Background: an optimization exercise with open tools, aiming at small area and a short achievable clock period. Do not read the settings as production practice.
Where RTL was checked, it was by simulation tests only, not by an equivalence proof against the original.
Power is estimated from default activity; no workload was simulated.

==> inputs of run a <==
Design m6502_org, start of the top module:
module m6502_org (clk, addr, dataenb, datai, datao, irq_n, nmi_n, sob_n, res_n,
   rdy, vpa, sync, we_n);
make LEC_CHECK=0 ABC_AREA=1 CAP_MARGIN=20 CORE_MARGIN=2 CORE_UTILIZATION=40 SLEW_MARGIN=20 finish   # period 14.0 ns
run.sh (not shown) runs the stock make flow with config.mk's settings and CLKGATE_MAP_FILE= SYNTH_SCRIPT=/design/flow/synth_recipe.tcl, a recipe that flattens the netlist after the stock synthesis.
==> inputs of run b, as changes to run a <==
--- a/flow/design.v
+++ b/flow/design.v
@@ -1672,14 +1672,13 @@
 reg  type1_calc, type2_calc, type2_write, type2_done, type3_calc;
 reg  resetl, reset_proc, nmi_proc, irq_proc, irq, nmi_pend, nmi1, nmi2;
 reg  [7:0] areg, xreg, yreg, sreg, dreg, jreg, kreg, lreg, hreg;
 reg  [15:0] pc;
 reg  syncl, vpa_r;
-reg  [2:0] domux_sel;
-reg  [1:0] adl_sel;
-reg  [3:0] adh_sel;
-reg  [7:0] alu_adr;        
+reg  [7:0] dsel;           
+reg  [3:0] asel;           
+reg  h_pc, h_alu, h_dreg, h_one;    
 wire we_d_n, sreg_up, sreg_cen, opcode_ld, irq_pend;
 wire type1_read, type2_read, type3_read;
 wire [11:0] alu_ctl_d;
 wire [2:0] alu_ld;
 wire [6:0] prog_ctl;
@@ -1723,25 +1722,35 @@
 wire sob_fall = ~sob_n & sob_n_f;
 wire [7:0] psr_d0 = resetl ? 8'b0000_0100 : {psrl[7], psrl[6] | sob_fall, psrl[5:0]};
 assign psr_d = rdy ? psr_d1 : psr_d0;
 m6502alu alu (.jreg(jreg), .kreg(kreg), .alu_ctl(alu_ctl), .alu2op(alu2op),
    .alu_out(alu_out), .log_out());
-reg [7:0] dataor;
-always @* begin
-   case (domux_sel)
-   3'b000: dataor = 8'h00;
-   3'b001: dataor = areg;
-   3'b010: dataor = psrl;
-   3'b011: dataor = sreg;
-   3'b100: dataor = xreg;
-   3'b101: dataor = yreg;
-   3'b110: dataor = pc[15:8];
-   default: dataor = pc[7:0];
-   endcase
-end
-wire dsel_alu = domux_sel == 3'b000;
-wire [7:0] dataol = dsel_alu ? alu_out : dataor;
+wire [7:0] dataor = {8{dsel[1]}} & areg | {8{dsel[2]}} & psrl | {8{dsel[3]}} & sreg |
+                    {8{dsel[4]}} & xreg | {8{dsel[5]}} & yreg | {8{dsel[6]}} & pc[15:8] |
+                    {8{dsel[7]}} & pc[7:0];
+wire dsel_alu = dsel[0];
+wire [2:0] domux_s1;
+op_dcd s1d (.opcode(opcode), .state(8'b0000_0001), .psrl(psrl),
+   .type1_calc(1'b0), .type2_calc(1'b0), .type2_write(1'b0),
+   .type2_done(1'b0), .type3_calc(1'b0),
+   .z_flag_f(1'b0), .branch_carry_f(1'b0),
+   .reset_proc(1'b0), .nmi_proc(1'b0), .irq_proc(1'b0),
+   .nmi_pend(1'b0), .irq(1'b0), .resetl(1'b0), .rdy(1'b0),
+   .alu2op(6'b0), .datai(8'h00), .sob_n(1'b1), .sob_n_f(1'b1),
+   .syncl(1'b0),
+   .sync_dcd(), .vpa(), .we_d_n(), .alu_ctl_d(),
+   .alu_ld(), .sreg_up(), .sreg_cen(),
+   .prog_ctl(), .rg_load(), .adl_sel(),
+   .adh_sel(), .domux_sel(domux_s1), .psr_d(),
+   .type1_read(), .type2_read(), .type3_read(),
+   .opcode_ld(), .opcode_in(), .state_in(),
+   .irq_pend(), .adh_alu());
+wire [7:0] dsel_s1 = 8'b1 << domux_s1;
+wire [7:0] dataor_s1 = {8{dsel_s1[1]}} & areg | {8{dsel_s1[2]}} & psrl | {8{dsel_s1[3]}} & sreg |
+                       {8{dsel_s1[4]}} & xreg | {8{dsel_s1[5]}} & yreg | {8{dsel_s1[6]}} & pc[15:8] |
+                       {8{dsel_s1[7]}} & pc[7:0];
+wire [7:0] dataol = state[1] ? (dsel_s1[0] ? alu_out : dataor_s1) : dsel_alu ? alu_out : dataor;
 wire reset_proc_n = resetl ? 1'b1 : state[6] ? 1'b0 : reset_proc;
 wire irq_proc_n = (irq_pend & syncl & rdy) ? 1'b1 : (state[6] | resetl) ? 1'b0 : irq_proc;
 wire nmi_proc_n = (nmi_pend & syncl & rdy) ? 1'b1 : (state[6] | resetl) ? 1'b0 : nmi_proc;
 wire nmi_pend_n = (~nmi2 & nmi1) ? 1'b1 : (nmi_proc | resetl) ? 1'b0 : nmi_pend;
 wire [11:0] alu_ctl_n = rdy ? alu_ctl_d : alu_ctl;
@@ -1812,11 +1821,11 @@
    .irq_pend(), .adh_alu());
 wire sync_n1 = ld1 ? sync_f : sync_a;
 wire vpa_n1 = ld1 ? vpa_f : vpa_a;
 wire [1:0] adl_sel_n1 = ld1 ? adl_sel_f : adl_sel_a;
 wire [3:0] adh_sel_n1 = ld1 ? adh_sel_f : adh_sel_a;
-wire [2:0] domux_sel_n1 = ld1 ? domux_sel_f : domux_sel_a;
+wire [2:0] domux_sel_n1 = ld1 ? 3'b000 : domux_sel_a;
 wire sync_b, vpa_b;
 wire [1:0] adl_sel_b;
 wire [3:0] adh_sel_b;
 wire [2:0] domux_sel_b;
 op_dcd brk (.opcode(8'h00), .state(state), .psrl(psrl),
@@ -1832,13 +1841,16 @@
    .prog_ctl(), .rg_load(), .adl_sel(adl_sel_b),
    .adh_sel(adh_sel_b), .domux_sel(domux_sel_b), .psr_d(),
    .type1_read(), .type2_read(), .type3_read(),
    .opcode_ld(), .opcode_in(), .state_in(),
    .irq_pend(), .adh_alu());
+wire vpa_nx = rdy ? vpa_n1 : vpa_b;
+wire [2:0] domux_sel_nx = rdy ? domux_sel_n1 : domux_sel_b;
+wire [1:0] adl_sel_nx = rdy ? adl_sel_n1 : adl_sel_b;
+wire [3:0] adh_sel_nx = rdy ? adh_sel_n1 : adh_sel_b;
 wire bv2 = state[2] & opcode[7:6] == 2'b01 & opcode[4:0] == 5'b10000;
 wire sync_n0 = bv2 ? psr_d0[6] ^ opcode[5] : syncl;
-wire [7:0] alu_adr_n = rdy ? datai + {7'b0, alu2op[3]} : alu_adr;
 wire [7:0] wr_dcd = 8'b1 << alu_ctl_d[10:8];
 wire [7:0] wr_lbp = alu_ctl_d[7] ? kreg : alu_ctl_d[6] ? wr_dcd : 8'h00;
 wire [7:0] wr_lb = alu_ctl_d[11] ? ~wr_lbp : wr_lbp;
 reg  [7:0] wr_log;
 always @* begin
@@ -1848,17 +1860,16 @@
    2'b10: wr_log = jreg ^ wr_lb;
    default: wr_log = ~jreg & wr_lb;
    endcase
 end
 wire [7:0] alu_wr_n = (rdy & alu_ctl_d[2]) ? (alu_ctl_d[5] ? 8'h00 : wr_log) : alu_out;
-wire [7:0] addrl = adl_sel == 2'b00 ? pc[7:0] :
-                   adl_sel == 2'b01 ? dreg :
-                   adl_sel == 2'b10 ? sreg : lreg;
-wire [7:0] pre_y;
-assign pre_y[0] = (alu_adr[0] & adh_sel[3] | dreg[0] & adh_sel[2] | adh_sel[0]) & ~adh_sel[1];
-assign pre_y[7:1] = (alu_adr[7:1] & {7{adh_sel[3]}} | dreg[7:1] & {7{adh_sel[2]}}) & ~{7{adh_sel[1] | adh_sel[0]}};
-wire [7:0] addrh = adh_sel == 4'b0000 ? pc[15:8] : pre_y;
+wire [7:0] alu_adr = jreg + {7'b0, alu_ctl[4]};
+wire [7:0] addrl = {8{asel[0]}} & pc[7:0] | {8{asel[1]}} & dreg | {8{asel[2]}} & sreg |
+                   {8{asel[3]}} & lreg;
+wire [7:0] addrh;
+assign addrh[0] = h_pc & pc[8] | h_alu & alu_adr[0] | h_dreg & dreg[0] | h_one;
+assign addrh[7:1] = {7{h_pc}} & pc[15:9] | {7{h_alu}} & alu_adr[7:1] | {7{h_dreg}} & dreg[7:1];
 assign addr = {addrh, addrl};
 assign datao = dsel_alu ? alu_wr : dataor;
 assign we_n = wel_n;
 assign dataenb = ~wel_n;
 assign sync = syncl;
@@ -1894,20 +1905,17 @@
    kreg <= kreg_n;
    sreg <= sreg_n;
    pc <= pc_n;
    hreg <= hreg_n;
    syncl <= rdy ? sync_n1 : resetl ? sync_b : sync_n0;
-   if (rdy) begin
-      vpa_r <= vpa_n1;
-      domux_sel <= domux_sel_n1;
-      adl_sel <= adl_sel_n1;
-      adh_sel <= adh_sel_n1;
-   end else if (resetl) begin
-      vpa_r <= vpa_b;
-      domux_sel <= domux_sel_b;
-      adl_sel <= adl_sel_b;
-      adh_sel <= adh_sel_b;
+   if (rdy | resetl) begin
+      vpa_r <= vpa_nx;
+      dsel <= 8'b1 << domux_sel_nx;
+      asel <= 4'b1 << adl_sel_nx;
+      h_pc <= adh_sel_nx == 4'b0000;
+      h_alu <= adh_sel_nx[3];
+      h_dreg <= adh_sel_nx[2];
+      h_one <= adh_sel_nx[0];
    end
-   alu_adr <= alu_adr_n;
    alu_wr <= alu_wr_n;
 end
 endmodule
- CORE_UTILIZATION: 40 -> 60
==> inputs of run c, as changes to run a <==
--- a/flow/design.v
+++ b/flow/design.v
@@ -1686,11 +1686,12 @@
 wire [6:0] rg_load;
 wire [7:0] psr_d, opcode_in;
 wire [8:1] state_in;
 wire [5:0] alu2op;
 wire [7:0] alu_out;
-reg  [7:0] alu_wr;         
+wire [7:0] log_out;
+reg  [7:0] alu_r;          
 op_dcd sm (.opcode(opcode), .state(state), .psrl(psrl),
    .type1_calc(type1_calc), .type2_calc(type2_calc), .type2_write(type2_write),
    .type2_done(type2_done), .type3_calc(type3_calc),
    .z_flag_f(z_flag_f), .branch_carry_f(branch_carry_f),
    .reset_proc(reset_proc), .nmi_proc(nmi_proc), .irq_proc(irq_proc),
@@ -1722,11 +1723,11 @@
    .irq_pend(), .adh_alu());
 wire sob_fall = ~sob_n & sob_n_f;
 wire [7:0] psr_d0 = resetl ? 8'b0000_0100 : {psrl[7], psrl[6] | sob_fall, psrl[5:0]};
 assign psr_d = rdy ? psr_d1 : psr_d0;
 m6502alu alu (.jreg(jreg), .kreg(kreg), .alu_ctl(alu_ctl), .alu2op(alu2op),
-   .alu_out(alu_out), .log_out());
+   .alu_out(alu_out), .log_out(log_out));
 reg [7:0] dataor;
 always @* begin
    case (domux_sel)
    3'b000: dataor = 8'h00;
    3'b001: dataor = areg;
@@ -1835,23 +1836,11 @@
    .opcode_ld(), .opcode_in(), .state_in(),
    .irq_pend(), .adh_alu());
 wire bv2 = state[2] & opcode[7:6] == 2'b01 & opcode[4:0] == 5'b10000;
 wire sync_n0 = bv2 ? psr_d0[6] ^ opcode[5] : syncl;
 wire [7:0] alu_adr_n = rdy ? datai + {7'b0, alu2op[3]} : alu_adr;
-wire [7:0] wr_dcd = 8'b1 << alu_ctl_d[10:8];
-wire [7:0] wr_lbp = alu_ctl_d[7] ? kreg : alu_ctl_d[6] ? wr_dcd : 8'h00;
-wire [7:0] wr_lb = alu_ctl_d[11] ? ~wr_lbp : wr_lbp;
-reg  [7:0] wr_log;
-always @* begin
-   case (alu_ctl_d[1:0])
-   2'b00: wr_log = jreg & wr_lb;
-   2'b01: wr_log = jreg | wr_lb;
-   2'b10: wr_log = jreg ^ wr_lb;
-   default: wr_log = ~jreg & wr_lb;
-   endcase
-end
-wire [7:0] alu_wr_n = (rdy & alu_ctl_d[2]) ? (alu_ctl_d[5] ? 8'h00 : wr_log) : alu_out;
+wire [7:0] alu_wr = alu_ctl[5] ? 8'h00 : alu_ctl[2] ? log_out : alu_r;
 wire [7:0] addrl = adl_sel == 2'b00 ? pc[7:0] :
                    adl_sel == 2'b01 ? dreg :
                    adl_sel == 2'b10 ? sreg : lreg;
 wire [7:0] pre_y;
 assign pre_y[0] = (alu_adr[0] & adh_sel[3] | dreg[0] & adh_sel[2] | adh_sel[0]) & ~adh_sel[1];
@@ -1906,8 +1895,8 @@
       domux_sel <= domux_sel_b;
       adl_sel <= adl_sel_b;
       adh_sel <= adh_sel_b;
    end
    alu_adr <= alu_adr_n;
-   alu_wr <= alu_wr_n;
+   alu_r <= alu_out;
 end
 endmodule
==> inputs of run d, as changes to run a <==
--- a/flow/design.v
+++ b/flow/design.v
@@ -1672,14 +1672,13 @@
 reg  type1_calc, type2_calc, type2_write, type2_done, type3_calc;
 reg  resetl, reset_proc, nmi_proc, irq_proc, irq, nmi_pend, nmi1, nmi2;
 reg  [7:0] areg, xreg, yreg, sreg, dreg, jreg, kreg, lreg, hreg;
 reg  [15:0] pc;
 reg  syncl, vpa_r;
-reg  [2:0] domux_sel;
-reg  [1:0] adl_sel;
-reg  [3:0] adh_sel;
-reg  [7:0] alu_adr;        
+reg  [7:0] dsel;           
+reg  [3:0] asel;           
+reg  h_pc, h_alu, h_dreg, h_one;    
 wire we_d_n, sreg_up, sreg_cen, opcode_ld, irq_pend;
 wire type1_read, type2_read, type3_read;
 wire [11:0] alu_ctl_d;
 wire [2:0] alu_ld;
 wire [6:0] prog_ctl;
@@ -1723,25 +1722,35 @@
 wire sob_fall = ~sob_n & sob_n_f;
 wire [7:0] psr_d0 = resetl ? 8'b0000_0100 : {psrl[7], psrl[6] | sob_fall, psrl[5:0]};
 assign psr_d = rdy ? psr_d1 : psr_d0;
 m6502alu alu (.jreg(jreg), .kreg(kreg), .alu_ctl(alu_ctl), .alu2op(alu2op),
    .alu_out(alu_out), .log_out());
-reg [7:0] dataor;
-always @* begin
-   case (domux_sel)
-   3'b000: dataor = 8'h00;
-   3'b001: dataor = areg;
-   3'b010: dataor = psrl;
-   3'b011: dataor = sreg;
-   3'b100: dataor = xreg;
-   3'b101: dataor = yreg;
-   3'b110: dataor = pc[15:8];
-   default: dataor = pc[7:0];
-   endcase
-end
-wire dsel_alu = domux_sel == 3'b000;
-wire [7:0] dataol = dsel_alu ? alu_out : dataor;
+wire [7:0] dataor = {8{dsel[1]}} & areg | {8{dsel[2]}} & psrl | {8{dsel[3]}} & sreg |
+                    {8{dsel[4]}} & xreg | {8{dsel[5]}} & yreg | {8{dsel[6]}} & pc[15:8] |
+                    {8{dsel[7]}} & pc[7:0];
+wire dsel_alu = dsel[0];
+wire [2:0] domux_s1;
+op_dcd s1d (.opcode(opcode), .state(8'b0000_0001), .psrl(psrl),
+   .type1_calc(1'b0), .type2_calc(1'b0), .type2_write(1'b0),
+   .type2_done(1'b0), .type3_calc(1'b0),
+   .z_flag_f(1'b0), .branch_carry_f(1'b0),
+   .reset_proc(1'b0), .nmi_proc(1'b0), .irq_proc(1'b0),
+   .nmi_pend(1'b0), .irq(1'b0), .resetl(1'b0), .rdy(1'b0),
+   .alu2op(6'b0), .datai(8'h00), .sob_n(1'b1), .sob_n_f(1'b1),
+   .syncl(1'b0),
+   .sync_dcd(), .vpa(), .we_d_n(), .alu_ctl_d(),
+   .alu_ld(), .sreg_up(), .sreg_cen(),
+   .prog_ctl(), .rg_load(), .adl_sel(),
+   .adh_sel(), .domux_sel(domux_s1), .psr_d(),
+   .type1_read(), .type2_read(), .type3_read(),
+   .opcode_ld(), .opcode_in(), .state_in(),
+   .irq_pend(), .adh_alu());
+wire [7:0] dsel_s1 = 8'b1 << domux_s1;
+wire [7:0] dataor_s1 = {8{dsel_s1[1]}} & areg | {8{dsel_s1[2]}} & psrl | {8{dsel_s1[3]}} & sreg |
+                       {8{dsel_s1[4]}} & xreg | {8{dsel_s1[5]}} & yreg | {8{dsel_s1[6]}} & pc[15:8] |
+                       {8{dsel_s1[7]}} & pc[7:0];
+wire [7:0] dataol = state[1] ? (dsel_s1[0] ? alu_out : dataor_s1) : dsel_alu ? alu_out : dataor;
 wire reset_proc_n = resetl ? 1'b1 : state[6] ? 1'b0 : reset_proc;
 wire irq_proc_n = (irq_pend & syncl & rdy) ? 1'b1 : (state[6] | resetl) ? 1'b0 : irq_proc;
 wire nmi_proc_n = (nmi_pend & syncl & rdy) ? 1'b1 : (state[6] | resetl) ? 1'b0 : nmi_proc;
 wire nmi_pend_n = (~nmi2 & nmi1) ? 1'b1 : (nmi_proc | resetl) ? 1'b0 : nmi_pend;
 wire [11:0] alu_ctl_n = rdy ? alu_ctl_d : alu_ctl;
@@ -1812,11 +1821,11 @@
    .irq_pend(), .adh_alu());
 wire sync_n1 = ld1 ? sync_f : sync_a;
 wire vpa_n1 = ld1 ? vpa_f : vpa_a;
 wire [1:0] adl_sel_n1 = ld1 ? adl_sel_f : adl_sel_a;
 wire [3:0] adh_sel_n1 = ld1 ? adh_sel_f : adh_sel_a;
-wire [2:0] domux_sel_n1 = ld1 ? domux_sel_f : domux_sel_a;
+wire [2:0] domux_sel_n1 = ld1 ? 3'b000 : domux_sel_a;
 wire sync_b, vpa_b;
 wire [1:0] adl_sel_b;
 wire [3:0] adh_sel_b;
 wire [2:0] domux_sel_b;
 op_dcd brk (.opcode(8'h00), .state(state), .psrl(psrl),
@@ -1832,13 +1841,16 @@
    .prog_ctl(), .rg_load(), .adl_sel(adl_sel_b),
    .adh_sel(adh_sel_b), .domux_sel(domux_sel_b), .psr_d(),
    .type1_read(), .type2_read(), .type3_read(),
    .opcode_ld(), .opcode_in(), .state_in(),
    .irq_pend(), .adh_alu());
+wire vpa_nx = rdy ? vpa_n1 : vpa_b;
+wire [2:0] domux_sel_nx = rdy ? domux_sel_n1 : domux_sel_b;
+wire [1:0] adl_sel_nx = rdy ? adl_sel_n1 : adl_sel_b;
+wire [3:0] adh_sel_nx = rdy ? adh_sel_n1 : adh_sel_b;
 wire bv2 = state[2] & opcode[7:6] == 2'b01 & opcode[4:0] == 5'b10000;
 wire sync_n0 = bv2 ? psr_d0[6] ^ opcode[5] : syncl;
-wire [7:0] alu_adr_n = rdy ? datai + {7'b0, alu2op[3]} : alu_adr;
 wire [7:0] wr_dcd = 8'b1 << alu_ctl_d[10:8];
 wire [7:0] wr_lbp = alu_ctl_d[7] ? kreg : alu_ctl_d[6] ? wr_dcd : 8'h00;
 wire [7:0] wr_lb = alu_ctl_d[11] ? ~wr_lbp : wr_lbp;
 reg  [7:0] wr_log;
 always @* begin
@@ -1848,17 +1860,16 @@
    2'b10: wr_log = jreg ^ wr_lb;
    default: wr_log = ~jreg & wr_lb;
    endcase
 end
 wire [7:0] alu_wr_n = (rdy & alu_ctl_d[2]) ? (alu_ctl_d[5] ? 8'h00 : wr_log) : alu_out;
-wire [7:0] addrl = adl_sel == 2'b00 ? pc[7:0] :
-                   adl_sel == 2'b01 ? dreg :
-                   adl_sel == 2'b10 ? sreg : lreg;
-wire [7:0] pre_y;
-assign pre_y[0] = (alu_adr[0] & adh_sel[3] | dreg[0] & adh_sel[2] | adh_sel[0]) & ~adh_sel[1];
-assign pre_y[7:1] = (alu_adr[7:1] & {7{adh_sel[3]}} | dreg[7:1] & {7{adh_sel[2]}}) & ~{7{adh_sel[1] | adh_sel[0]}};
-wire [7:0] addrh = adh_sel == 4'b0000 ? pc[15:8] : pre_y;
+wire [7:0] alu_adr = jreg + {7'b0, alu_ctl[4]};
+wire [7:0] addrl = {8{asel[0]}} & pc[7:0] | {8{asel[1]}} & dreg | {8{asel[2]}} & sreg |
+                   {8{asel[3]}} & lreg;
+wire [7:0] addrh;
+assign addrh[0] = h_pc & pc[8] | h_alu & alu_adr[0] | h_dreg & dreg[0] | h_one;
+assign addrh[7:1] = {7{h_pc}} & pc[15:9] | {7{h_alu}} & alu_adr[7:1] | {7{h_dreg}} & dreg[7:1];
 assign addr = {addrh, addrl};
 assign datao = dsel_alu ? alu_wr : dataor;
 assign we_n = wel_n;
 assign dataenb = ~wel_n;
 assign sync = syncl;
@@ -1894,20 +1905,17 @@
    kreg <= kreg_n;
    sreg <= sreg_n;
    pc <= pc_n;
    hreg <= hreg_n;
    syncl <= rdy ? sync_n1 : resetl ? sync_b : sync_n0;
-   if (rdy) begin
-      vpa_r <= vpa_n1;
-      domux_sel <= domux_sel_n1;
-      adl_sel <= adl_sel_n1;
-      adh_sel <= adh_sel_n1;
-   end else if (resetl) begin
-      vpa_r <= vpa_b;
-      domux_sel <= domux_sel_b;
-      adl_sel <= adl_sel_b;
-      adh_sel <= adh_sel_b;
+   if (rdy | resetl) begin
+      vpa_r <= vpa_nx;
+      dsel <= 8'b1 << domux_sel_nx;
+      asel <= 4'b1 << adl_sel_nx;
+      h_pc <= adh_sel_nx == 4'b0000;
+      h_alu <= adh_sel_nx[3];
+      h_dreg <= adh_sel_nx[2];
+      h_one <= adh_sel_nx[0];
    end
-   alu_adr <= alu_adr_n;
    alu_wr <= alu_wr_n;
 end
 endmodule
- CORE_UTILIZATION: 40 -> 50
- CTS_BUF_LIST: default -> sky130_fd_sc_hd__clkbuf_8 sky130_fd_sc_hd__clkbuf_16
==> PnR_summary.wiki <==
{| class="wikitable"
! Metric !! Value
|-
| Result of the run || no timing/DRC/antenna violations
|-
| Synth top area cells || sky130_fd_sc_hd__edfxtp_1, sky130_fd_sc_hd__nand2_1, sky130_fd_sc_hd__dfxtp_1
|-
| Crit path to || addr[14]
|-
| Final worst hold slack || 0.360 ns
|-
| Worst Path Arrival || roughly 2.7 ns
|-
| Sequential cell area || around 4500 um2
|-
| Non-clock buffers || 52
|-
| Highest achievable clock rate || around 0.18 GHz
|-
| Floorplan die height || ~170 um
|-
| Final core utilization || 0.558
|-
| M1 wire length || 23400 um
|-
| Post-layout instance count excluding filler cells || 2354
|-
| Synth Area in Adders || 0.0386
|}
the above is filed under run d

==> PnR_summary.wiki <==
{| class="wikitable"
! Metric !! Value
|-
| M1 wire length || roughly 23000 um
|-
| Synth top area cells || sky130_fd_sc_hd__edfxtp_1, sky130_fd_sc_hd__nand2_1, sky130_fd_sc_hd__inv_1
|-
| Mapped Area || 13200 um2
|-
| Highest achievable clock rate || 0.156 GHz
|-
| Internal power contribution || between 0.001 and 0.0015 W
|-
| Crit path to || datao[7]
|-
| Floorplan die height || approximately 190 um
|-
| Count of cell instances traversed by the critical path || 7
|-
| Result of the run || no timing/DRC/antenna violations
|-
| Non-clock buffers || 59
|-
| Final core utilization || 0.450
|-
| Final worst hold slack || 0.358 ns
|-
| Synth Area in Adders || 0.0300
|-
| Post-layout instance count excluding filler cells || 2362
|-
| Sequential cell area || 4550 um2
|-
| Syn Nets || 1921
|-
| Endpoint, Worst Hold || nmi2
|-
| Worst Path Arrival || 3.60 ns
|}
the above is filed under run c

==> PnR_summary.wiki <==
{| class="wikitable"
! Metric !! Value
|-
| M1 wire length || about 25000 um
|-
| Floorplan die height || between 150 and 200 um
|-
| Highest achievable clock rate || approximately 0.17 GHz
|-
| Post-layout instance count excluding filler cells || 2452
|-
| Non-clock buffers || 60
|-
| Result of the run || no timing/DRC/antenna violations
|-
| Synth Area in Adders || 0.0388
|-
| Synth top area cells || sky130_fd_sc_hd__edfxtp_1, sky130_fd_sc_hd__nand2_1, sky130_fd_sc_hd__o21ai_0
|-
| Sequential cell area || 4550 um2
|}
the above is filed under run a

==> PnR_summary.wiki <==
{| class="wikitable"
! Metric !! Value
|-
| Result of the run || no timing/DRC/antenna violations
|-
| Number of sequential storage elements || roughly 170
|-
| Final worst hold slack || between 0.3 and 0.4 ns
|-
| Post-layout instance count excluding filler cells || 2300
|-
| Crit path to || addr[14]
|-
| Final WL || 59900 um
|-
| Synth Area in Adders || 0.0386
|-
| Worst Path Arrival || approximately 2.7 ns
|-
| Number of buffers inserted by hold repair at cts || 0
|-
| Sequential cell area || 4520 um2
|-
| Non-clock buffers || 54
|-
| Final core utilization || 0.662
|-
| M1 wire length || 20500 um
|-
| Power in combinational cells || 0.00105 W
|-
| Floorplan die height || 156 um
|-
| Most numerous cell in the Yosys netlist || sky130_fd_sc_hd__nand2_1
|-
| Latest clock arrival within the worst-skew pair || between 0.4 and 0.5 ns
|-
| Worst-path fanout max || 7
|}
the above is filed under run b

No functional check of the RTL was part of run a and run c.

## port drivers added, routing unchanged
The results above use ideal ports. As a check the final layouts listed here were re-extracted and re-timed, cells and wires unchanged.
Step 1 (the two cells are an assumption about what drives the block):
set clk [get_ports {clk}]
set_driving_cell -lib_cell sky130_fd_sc_hd__clkbuf_16 $clk
set_driving_cell -lib_cell sky130_fd_sc_hd__buf_2 [delete_from_list [all_inputs] $clk]
Step 2, shift: input delay + t, output delay - t, t = (earliest + latest rising clock arrival at the registers) / 2. This alone moves slack from input paths to output paths.
Three values: ideal, step 1, step 2; two values: the first two.
run | shift t [ns] | setup slack, ns | worst setup path after step 2 | worst data-port slew with drivers (ns)
run a | 0.489 | 8.078 / 8.026 / 8.066 | input to register | 0.04
run b | 0.499 | 8.526 / 8.473 / 8.611 | register to register | 0.04
run c | 0.485 | 7.598 / 7.545 / 8.011 | input to register | 0.03
run d | 0.498 | 8.518 / 8.467 / 8.390 | input to register | 0.04
After both steps every run listed still meets setup and hold. The setup slack of run d, which loses most, moves by -0.051 ns with the drivers and by -0.128 ns with both steps.
